This is an optimization exercise on Yosys and OpenROAD, whose aim is small area, not a production implementation. At most, simulation tests tie the RTL to the original design; equivalence was not proved. No activity file was given, so power comes from the tool's default toggle rates.

## execute
module execute(EXE_NPC, EXE_CSRFD, EXE_ALU1, EXE_ALU2, EXE_IR,
               EXE_V, EXE_RFD, MEM_NPC, MEM_ALU_RESULT, MEM_IR,
               MEM_SR2, MEM_SR1, MEM_V, MEM_CSRFD, MEM_RFD, clk, V_MEM_STALL, MEM_ECALL, EXE_ECALL, RESET,
               V_AGEX_BR_STALL, EXE_IR_OLD, V_AGEX_TRAP_STALL);
==> module execute, before the edit <==
module execute(EXE_NPC, EXE_CSRFD, EXE_ALU1, EXE_ALU2, EXE_IR,
               EXE_V, EXE_RFD, MEM_NPC, MEM_ALU_RESULT, MEM_IR,
               MEM_SR2, MEM_SR1, MEM_V, MEM_CSRFD, MEM_RFD, clk, V_MEM_STALL, MEM_ECALL, EXE_ECALL, RESET,
               V_AGEX_BR_STALL, EXE_IR_OLD, V_AGEX_TRAP_STALL);
input clk;
input EXE_V;
input V_MEM_STALL;
input RESET;
input EXE_ECALL;
input [31:0] EXE_IR;
input [63:0] EXE_NPC, EXE_CSRFD, EXE_ALU1, EXE_ALU2;
input [63:0] EXE_RFD;
output reg MEM_ECALL;
output reg [31:0] MEM_IR;
output [31:0] EXE_IR_OLD;
output reg [63:0] MEM_NPC, MEM_ALU_RESULT, MEM_SR2, MEM_SR1,
                  MEM_CSRFD, MEM_RFD;
output reg MEM_V;
output V_AGEX_BR_STALL;
output V_AGEX_TRAP_STALL;
wire [6:0] op = EXE_IR[6:0];
wire [2:0] f3 = EXE_IR[14:12];
wire b30 = EXE_IR[30];
assign V_AGEX_BR_STALL = (op == 7'b1100011) | (op == 7'b1101111) | (op == 7'b1100111);
assign V_AGEX_TRAP_STALL = (EXE_IR[27:0] == 28'h0000073);
assign EXE_IR_OLD = EXE_IR;
wire load = EXE_V & ~V_MEM_STALL & ~RESET;
wire isLUI  = (op == 7'b0110111);
wire isAUI  = (op == 7'b0010111);
wire isPC   = (op == 7'b0000011) | (op == 7'b0100011) | (op == 7'b1101111) | (op == 7'b1100111);
wire isOPI  = (op == 7'b0010011);
wire isOP   = (op == 7'b0110011);
wire isOPIW = (op == 7'b0011011);
wire isOPW  = (op == 7'b0111011);
wire rr = isOPI | isOP;
wire ww = isOPIW | isOPW;
wire f0 = (f3 == 3'd0);
wire f1 = (f3 == 3'd1);
wire f5 = (f3 == 3'd5);
wire selAdd64 = isLUI | isAUI | isPC | (rr & f0);
wire selAddW  = ww & f0;
wire selLt    = rr & (f3[2:1] == 2'b01);
wire selXorOr = rr & ((f3 == 3'd4) | (f3 == 3'd6));
wire selAndOr = rr & ((f3 == 3'd7) | (f3 == 3'd6));
wire selR64   = rr & f5;
wire selL64   = rr & f1;
wire selRW    = ww & f5 & ~(isOPW & b30);
wire selLW    = ww & (f1 | (isOPW & f5 & b30));
wire upd      = selAdd64 | selAddW | selLt | selXorOr | selAndOr |
                selR64 | selL64 | selRW | selLW;
wire sub    = ((isOP | isOPW) & f0 & b30) | selLt;
wire ltSign = ~f3[0];
wire left   = selL64 | selLW;
wire arith  = isOPIW & f5 & b30;
wire word   = ww;
reg [63:0] orp;
integer i, l;
always @* begin
    orp = EXE_NPC;
    for (l = 0; l < 6; l = l + 1)
        for (i = 2; i < 64; i = i + 1)
            if (((i - 2) >> l) & 1)
                orp[i] = orp[i] | orp[((((i - 2) >> l) << l) - 1) + 2];
end
wire [63:0] npcm4;
assign npcm4[1:0] = EXE_NPC[1:0];
assign npcm4[2] = ~EXE_NPC[2];
genvar k;
generate for (k = 3; k < 64; k = k + 1) begin : g_dec
    assign npcm4[k] = ~(EXE_NPC[k] ^ orp[k-1]);
end endgenerate
wire useA1 = ~isPC & ~isLUI;
wire [63:0] A = ({64{isPC}} & npcm4) | ({64{useA1}} & EXE_ALU1);
wire [63:0] B = EXE_ALU2;
wire [63:0] Bx = B ^ {64{sub}};
wire [63:0] p0 = A ^ Bx;
wire [63:0] g0 = A & Bx;
reg [63:0] G, P;
always @* begin
    G = g0;
    P = p0;
    G[0] = g0[0] | (p0[0] & sub);
    for (l = 0; l < 6; l = l + 1)
        for (i = 0; i < 64; i = i + 1)
            if ((i >> l) & 1) begin
                G[i] = G[i] | (P[i] & G[((i >> l) << l) - 1]);
                P[i] = P[i] & P[((i >> l) << l) - 1];
            end
end
wire [63:0] carry = {G[62:0], sub};
wire [63:0] sum = p0 ^ carry;
wire cout = G[63];
wire ltu = ~cout;
wire lt = ltSign ? ((A[63] ^ B[63]) ? A[63] : ltu) : ltu;
wire [5:0] sh = {EXE_ALU2[5] & ~word, EXE_ALU2[4:0]};
wire [63:0] x;
generate for (k = 0; k < 64; k = k + 1) begin : g_sx
    if (k < 32) begin : lo
        assign x[k] = left ? A[63-k] : A[k];
    end else begin : hi
        assign x[k] = left ? A[63-k] : (arith ? A[31] : A[k]);
    end
end endgenerate
wire [63:0] r1 = sh[0] ? {1'b0,  x[63:1]}  : x;
wire [63:0] r2 = sh[1] ? {2'b0,  r1[63:2]} : r1;
wire [63:0] r3 = sh[2] ? {4'b0,  r2[63:4]} : r2;
wire [63:0] r4 = sh[3] ? {8'b0,  r3[63:8]} : r3;
wire [63:0] r5 = sh[4] ? {16'b0, r4[63:16]} : r4;
wire [63:0] R  = sh[5] ? {32'b0, r5[63:32]} : r5;
wire [63:0] Rrev;
generate for (k = 0; k < 64; k = k + 1) begin : g_rv
    assign Rrev[k] = R[63-k];
end endgenerate
wire gAdd64 = load & selAdd64;
wire gAddW  = load & selAddW;
wire gAddLo = gAdd64 | gAddW;
wire gLt    = load & selLt;
wire gXO    = load & selXorOr;
wire gAO    = load & selAndOr;
wire gR64   = load & selR64;
wire gL64   = load & selL64;
wire gRlo   = gR64 | (load & selRW);
wire gLlo   = gL64 | (load & selLW);
wire [63:0] res;
assign res[31:0] = ({32{gAddLo}} & sum[31:0]) | ({32{gXO}} & p0[31:0]) |
                   ({32{gAO}} & g0[31:0]) | ({32{gRlo}} & R[31:0]) |
                   ({32{gLlo}} & Rrev[31:0]) | {31'd0, gLt & lt};
assign res[63:32] = ({32{gAdd64}} & sum[63:32]) | ({32{gAddW & sum[31]}}) |
                    ({32{gXO}} & p0[63:32]) | ({32{gAO}} & g0[63:32]) |
                    ({32{gR64}} & R[63:32]) | ({32{gL64}} & Rrev[63:32]);
wire hold = load & ~upd;
wire c1 = load & (EXE_IR[13:12] == 2'b01);
wire c2 = load & (EXE_IR[13:12] == 2'b10);
wire [63:0] csr = ({64{c1 | c2}} & EXE_RFD) | ({64{c2}} & EXE_ALU1);
always @(posedge clk) begin
    MEM_NPC   <= {64{load}} & EXE_NPC;
    MEM_ECALL <= load & EXE_ECALL;
    MEM_IR    <= {32{load}} & EXE_IR;
    MEM_SR1   <= {64{load}} & EXE_ALU1;
    MEM_SR2   <= {64{load}} & EXE_ALU2;
    MEM_CSRFD <= {64{load}} & EXE_CSRFD;
    MEM_RFD   <= csr;
    MEM_V     <= load;
    MEM_ALU_RESULT <= res | ({64{hold}} & MEM_ALU_RESULT);
end
endmodule
Settings: LEC_CHECK=0, ABC_AREA=1, CAP_MARGIN=10, CORE_AREA=3 3 277 277, CTS_BUF_LIST=sky130_fd_sc_hd__clkbuf_8, CTS_CLUSTER_DIAMETER=100, CTS_CLUSTER_SIZE=16, DIE_AREA=0 0 280 280, GPL_TIMING_DRIVEN=0, SETUP_SLACK_MARGIN=0.12, SLEW_MARGIN=10, BUFFER_PORTS_ARGS=-buffer_cell sky130_fd_sc_hd__buf_1, REMOVE_ABC_BUFFERS=1, CTS_ARGS=-sink_clustering_enable -repair_clock_nets -dont_use_dummy_load -sink_clustering_size 16 -sink_clustering_max_diameter 100 -buf_list sky130_fd_sc_hd__clkbuf_8; clock period 8.5 ns.
standard.sh (not shown) runs the stock make flow with config.mk's settings and CLKGATE_MAP_FILE= SYNTH_SCRIPT=/design/flow/synth_recipe.tcl, a recipe that flattens the netlist after the stock synthesis.
==> flow/flow/run.sh <==
#!/bin/bash
# The standard layout with these changes:
#  - synthesis maps with an area-oriented ABC script (flow/abc_area.script);
#    everything else in ORFS's scripts folder is used unchanged (copied);
#  - buffers that ABC inserted are removed at floorplan (REMOVE_ABC_BUFFERS);
#  - port buffers use sky130_fd_sc_hd__buf_1 instead of clkdlybuf4s50_1;
set -euo pipefail
cd "$(dirname "${BASH_SOURCE[0]}")/.."
rm -rf scripts_local
cp -r "$FLOW_HOME/scripts" scripts_local
cp flow/abc_area.script scripts_local/abc_area.script
cat >> config.mk <<'EOC'
export BUFFER_PORTS_ARGS = -buffer_cell sky130_fd_sc_hd__buf_1
export REMOVE_ABC_BUFFERS = 1
export CTS_ARGS = -sink_clustering_enable -repair_clock_nets -dont_use_dummy_load -sink_clustering_size 16 -sink_clustering_max_diameter 100 -buf_list sky130_fd_sc_hd__clkbuf_8
EOC
bash standard.sh SCRIPTS_DIR="$PWD/scripts_local" finish > standard_make.log 2>&1
==> flow/flow/abc_area.script <==
strash
&get -n
&st
&syn2
&dch
&nf -R 20 -p
&st
&syn2
&dch
&nf -R 20 -p
&st
&dch
&nf -R 20 -p
&put
Rerun with:
--- a/flow/design.v
+++ b/flow/design.v
@@ -101,12 +101,24 @@
         assign x[k] = left ? A[63-k] : (arith ? A[31] : A[k]);
     end
 end endgenerate
-wire [63:0] r1 = sh[0] ? {1'b0,  x[63:1]}  : x;
-wire [63:0] r2 = sh[1] ? {2'b0,  r1[63:2]} : r1;
-wire [63:0] r3 = sh[2] ? {4'b0,  r2[63:4]} : r2;
-wire [63:0] r4 = sh[3] ? {8'b0,  r3[63:8]} : r3;
-wire [63:0] r5 = sh[4] ? {16'b0, r4[63:16]} : r4;
-wire [63:0] R  = sh[5] ? {32'b0, r5[63:32]} : r5;
+wire [3:0] d0 = 4'b0001 << sh[1:0];
+wire [3:0] d1 = 4'b0001 << sh[3:2];
+wire [3:0] d2 = 4'b0001 << sh[5:4];
+wire [66:0] xe = {3'b0, x};
+wire [63:0] q1;
+generate for (k = 0; k < 64; k = k + 1) begin : g_q1
+    assign q1[k] = (d0[0] & xe[k]) | (d0[1] & xe[k+1]) | (d0[2] & xe[k+2]) | (d0[3] & xe[k+3]);
+end endgenerate
+wire [111:0] q1e = {48'b0, q1};
+wire [63:0] q2;
+generate for (k = 0; k < 64; k = k + 1) begin : g_q2
+    assign q2[k] = (d1[0] & q1e[k]) | (d1[1] & q1e[k+4]) | (d1[2] & q1e[k+8]) | (d1[3] & q1e[k+12]);
+end endgenerate
+wire [111:0] q2e = {48'b0, q2};
+wire [63:0] R;
+generate for (k = 0; k < 64; k = k + 1) begin : g_q3
+    assign R[k] = (d2[0] & q2e[k]) | (d2[1] & q2e[k+16]) | (d2[2] & q2e[k+32]) | (d2[3] & q2e[k+48]);
+end endgenerate
 wire [63:0] Rrev;
 generate for (k = 0; k < 64; k = k + 1) begin : g_rv
     assign Rrev[k] = R[63-k];
Effect: The new run completed without violations. Utilization rose by 0.25 points. Power falls slightly. Worst setup slack improves by 85 ps. Routed wire length is lower slightly. Via count falls by a few percent. Global-route usage shrinks by 0.22 points. Clock-buffer cell count falls by 1.
No functional check of the RTL was part of the second run of this note.

## afterwards: timing with drivers on the ports
The flow's constraints put no driver on any port. The routed layouts listed below were extracted and timed again, unchanged, in two steps. Step 1 sets driving cells, clkbuf_16 on the clock port and buf_2 on the other inputs (assumed; they add their load-dependent delay and slew). Step 2 also shifts input and output timing later by t, the mid clock arrival at the registers, as if the neighbouring blocks saw the same clock. Slacks: ideal / step 1 / step 2; pairs: ideal / step 1.
run	t, ns	setup slack, ns	worst setup path after step 2	clock arrival spread, ns	cell pins on the clock port's net
the first run	0.693	0.186 / 0.211 / -0.482	input to register	0.099 / 0.099	1
the second run	0.655	0.271 / 0.299 / -0.356	input to register	0.076 / 0.076	1
With both steps, setup timing fails in the first run and the second run, where it was met with ideal ports. The setup slack of the first run, which loses most, moves by +0.025 ns with the drivers and by -0.668 ns with both steps.
